Source: an optimization exercise on an open RTL-to-GDS flow (aim: small area and a short achievable clock period). Production flows keep margins and buffers that such runs may drop.
The RTL was checked by simulation tests, not by an equivalence proof against the original design.
Power is estimated from default activity; no workload was simulated.

==> inputs of 03-16 <==
## reduce_prime2r
module reduce_prime2r(
    input               clk,rst_n,
    input [69:0]        c,
    output reg [24:0]   res
    );
Settings: LEC_CHECK=0, CAP_MARGIN=20, CORE_MARGIN=2, CORE_UTILIZATION=60, CTS_BUF_LIST=sky130_fd_sc_hd__clkbuf_4 sky130_fd_sc_hd__clkbuf_8, PLACE_DENSITY=0.75, SETUP_SLACK_MARGIN=2.9, SLEW_MARGIN=20, SYNTH_HIERARCHICAL=1; clock period 5.3 ns.
standard.sh (not shown) runs the stock make flow with config.mk's settings and CLKGATE_MAP_FILE= SYNTH_SCRIPT=/design/flow/synth_recipe.tcl, a recipe that flattens the netlist after the stock synthesis.
==> flow/flow/run.sh <==
#!/bin/bash
set -euo pipefail
export BUFFER_PORTS_ARGS="-buffer_cell sky130_fd_sc_hd__buf_1"
bash standard.sh > standard_flow.log 2>&1
==> inputs of 10-01, as changes to 03-16 <==
--- a/flow/design.v
+++ b/flow/design.v
@@ -312,16 +312,28 @@
   wire n307;
   wire n308;
   wire n309;
   wire n310;
   wire n311;
   wire n312;
   wire n313;
   wire n314;
+  wire n315;
+  wire n316;
+  wire n317;
+  wire n318;
+  wire n319;
+  wire n320;
+  wire n321;
+  wire n322;
+  wire n323;
+  wire n324;
+  wire n325;
+  wire n326;
   assign n1 = ~c[30];
   fa_cell u_fa1 (.a(c[6]), .b(c[24]), .c(n1), .s(n2), .co(n3));
   assign n4 = ~c[31];
   fa_cell u_fa2 (.a(c[7]), .b(c[25]), .c(n4), .s(n5), .co(n6));
   assign n7 = ~c[32];
   fa_cell u_fa3 (.a(c[8]), .b(c[26]), .c(n7), .s(n8), .co(n9));
   assign n10 = ~c[33];
   fa_cell u_fa4 (.a(c[9]), .b(c[27]), .c(n10), .s(n11), .co(n12));
@@ -488,65 +500,75 @@
   assign n271 = n263 | (n264 & n267);
   assign n272 = n264 & n268;
   assign n273 = ~n225 | (~n226 & 1'b0);
   assign n274 = ~n226 & n2;
   assign n275 = ~n229 | (~n230 & ~n227);
   assign n276 = ~n230 & ~n228;
   assign n277 = ~n233 | (~n234 & ~n231);
   assign n278 = ~n234 & ~n232;
-  assign n279 = ~n227 | (~n228 & n273);
-  assign n280 = ~n228 & n274;
-  assign n281 = n275 | (n276 & n273);
-  assign n282 = n276 & n274;
-  assign n283 = ~n231 | (~n232 & n281);
-  assign n284 = ~n232 & n282;
-  assign n285 = n277 | (n278 & n281);
-  assign n286 = n278 & n282;
-  assign n287 = ~n237 | (~n238 & ~n235);
-  assign n288 = ~n238 & ~n236;
-  assign n289 = ~n241 | (~n242 & ~n239);
-  assign n290 = ~n242 & ~n240;
-  assign n291 = ~n245 | (~n246 & ~n243);
-  assign n292 = ~n246 & ~n244;
-  assign n293 = ~n239 | (~n240 & n287);
-  assign n294 = ~n240 & n288;
-  assign n295 = n289 | (n290 & n287);
-  assign n296 = n290 & n288;
-  assign n297 = ~n243 | (~n244 & n295);
-  assign n298 = ~n244 & n296;
-  assign n299 = n291 | (n292 & n295);
-  assign n300 = n292 & n296;
+  assign n279 = ~n237 | (~n238 & ~n235);
+  assign n280 = ~n238 & ~n236;
+  assign n281 = ~n227 | (~n228 & n273);
+  assign n282 = ~n228 & n274;
+  assign n283 = n275 | (n276 & n273);
+  assign n284 = n276 & n274;
+  assign n285 = ~n235 | (~n236 & n277);
+  assign n286 = ~n236 & n278;
+  assign n287 = n279 | (n280 & n277);
+  assign n288 = n280 & n278;
+  assign n289 = ~n231 | (~n232 & n283);
+  assign n290 = ~n232 & n284;
+  assign n291 = n277 | (n278 & n283);
+  assign n292 = n278 & n284;
+  assign n293 = n285 | (n286 & n283);
+  assign n294 = n286 & n284;
+  assign n295 = n287 | (n288 & n283);
+  assign n296 = n288 & n284;
+  assign n297 = ~n241 | (~n242 & ~n239);
+  assign n298 = ~n242 & ~n240;
+  assign n299 = ~n245 | (~n246 & ~n243);
+  assign n300 = ~n246 & ~n244;
   assign n301 = ~n249 | (~n250 & ~n247);
   assign n302 = ~n250 & ~n248;
   assign n303 = ~n253 | (~n254 & ~n251);
   assign n304 = ~n254 & ~n252;
   assign n305 = ~n257 | (~n258 & ~n255);
   assign n306 = ~n258 & ~n256;
-  assign n307 = ~n251 | (~n252 & n301);
-  assign n308 = ~n252 & n302;
-  assign n309 = n303 | (n304 & n301);
-  assign n310 = n304 & n302;
-  assign n311 = ~n255 | (~n256 & n309);
-  assign n312 = ~n256 & n310;
-  assign n313 = n305 | (n306 & n309);
-  assign n314 = n306 & n310;
+  assign n307 = ~n243 | (~n244 & n297);
+  assign n308 = ~n244 & n298;
+  assign n309 = n299 | (n300 & n297);
+  assign n310 = n300 & n298;
+  assign n311 = ~n251 | (~n252 & n301);
+  assign n312 = ~n252 & n302;
+  assign n313 = n303 | (n304 & n301);
+  assign n314 = n304 & n302;
+  assign n315 = ~n247 | (~n248 & n309);
+  assign n316 = ~n248 & n310;
+  assign n317 = n301 | (n302 & n309);
+  assign n318 = n302 & n310;
+  assign n319 = n311 | (n312 & n309);
+  assign n320 = n312 & n310;
+  assign n321 = n313 | (n314 & n309);
+  assign n322 = n314 & n310;
+  assign n323 = ~n255 | (~n256 & n321);
+  assign n324 = ~n256 & n322;
+  assign n325 = n305 | (n306 & n321);
+  assign n326 = n306 & n322;
   wire [24:0] wa = {n209, n202, n195, n188, n181, n174, n167, n160, n153, n146, n139, n132, n125, n118, n111, n104, n97, n91, n90, n79, n74, n69, n64, n59, n54};
   wire [24:0] wb = {n213, n208, n201, n194, n187, n180, n173, n166, n159, n152, n145, n138, n131, n124, n117, n110, n103, n96, 1'b0, n83, n78, n73, n68, n63, n58};
   wire wdg0 = n271;
-  wire wdg1 = n285;
-  wire wdp1 = n286;
-  wire wdg2 = n299;
-  wire wdp2 = n300;
-  wire wdg3 = n313;
-  wire wdp3 = n314;
+  wire wdg1 = n295;
+  wire wdp1 = n296;
+  wire wdg2 = n325;
+  wire wdp2 = n326;
   reg [24:0] ra, rb;
-  reg rdg0, rdg1, rdp1, rdg2, rdp2, rdg3, rdp3;
+  reg rdg0, rdg1, rdp1, rdg2, rdp2;
   always @(posedge clk) begin
-    ra <= wa; rb <= wb; rdg0 <= wdg0; rdg1 <= wdg1; rdp1 <= wdp1; rdg2 <= wdg2; rdp2 <= wdp2; rdg3 <= wdg3; rdp3 <= wdp3;
+    ra <= wa; rb <= wb; rdg0 <= wdg0; rdg1 <= wdg1; rdp1 <= wdp1; rdg2 <= wdg2; rdp2 <= wdp2;
   end
   wire m1;
   wire m2;
   wire m3;
   wire m4;
   wire m5;
   wire m6;
   wire m7;
@@ -704,17 +726,17 @@
   wire m159;
   wire m160;
   wire m161;
   wire m162;
   wire m163;
   wire m164;
   wire m165;
   wire m166;
-  assign m1 = (rdg3 | (rdp3 & (rdg2 | (rdp2 & (rdg1 | (rdp1 & rdg0))))));
+  assign m1 = (rdg2 | (rdp2 & (rdg1 | (rdp1 & rdg0))));
   assign m2 = ~ra[0] ^ ~rb[0];
   assign m3 = ~ra[0] & ~rb[0];
   assign m4 = ~ra[1] ^ rb[1];
   assign m5 = ~ra[1] & rb[1];
   assign m6 = ra[2] ^ rb[2];
   assign m7 = ra[2] & rb[2];
   assign m8 = ra[3] ^ rb[3];
   assign m9 = ra[3] & rb[3];
Settings changed: SETUP_SLACK_MARGIN 2.9 to 2.75.
==> impl_results.md <==
* Status: finished clean
* Comb power frac at 0.488
* Sw frac at 0.380
* Reg area at roughly 1700 µm²
* Layout cells sized above 1 at 0.159
* Area grow syn2layout at 19.2%
* FMAX at 393 MHz
* Min-Delay Path Depth at 1
* Slew at the pin closest to its max-slew limit at 487 ps
* Fin crit period at 2540 ps
* Max Clock Skew at 10.5 ps
* Synth Instances at around 420
* Most frequent cells in the layout: fa_1, buf_1, dfxtp_1, inv_1, nor2_1
* Synth top area cells: fa_1, dfxtp_1, dfrtp_1, ha_1, inv_1
* Vias in the first global route at 3,613
* Die Y-Extent at 94.6 µm
* Signal buf overhead at 0.0730
* Core area at 8090 µm²
[end of results for 10-01]
==> impl_results.md <==
* Synth top area cells: fa_1, dfxtp_1, dfrtp_1, ha_1, inv_1
* Core area at 8130 µm²
* Max Clock Skew at 13.6 ps
* Vias in the first global route at ~3,800
* Layout cells sized above 1 at 0.326
* Min-Delay Path Depth at 2
* Sw frac at 0.383
* Synth Instances at 426
* Fin crit period at ~2500 ps
* Die Y-Extent at roughly 95 µm
* Status: finished clean
[end of results for 03-16]

==> afterwards: timing with drivers on the ports <==
Ports are ideal in the flow. The routed layouts listed here were re-timed in OpenROAD.
Step 1: set_driving_cell puts a clkbuf_16 on clk and a buf_2 on each other input, an assumption about the parent block.
Step 2 adds t to the input delays and takes it off the output delays; t is the mean of the earliest and latest rising clock arrival at the registers after step 1. Input paths then give back, and output paths get back, about the clock's delay inside the block.
Three values: ideal, step 1, step 2; two values: the first two.
run	shift t [ns]	setup WS [ns]	hold WS [ns]
03-16	0.371	2.772 / 2.747 / 2.376	0.510 / 0.510 / 0.510
10-01	0.397	2.757 / 2.764 / 2.367	0.520 / 0.520 / 0.520
After both steps every run listed still meets setup and hold. For 03-16, which loses most, drivers alone change the setup slack by -0.025 ns; drivers and shift together by -0.396 ns.
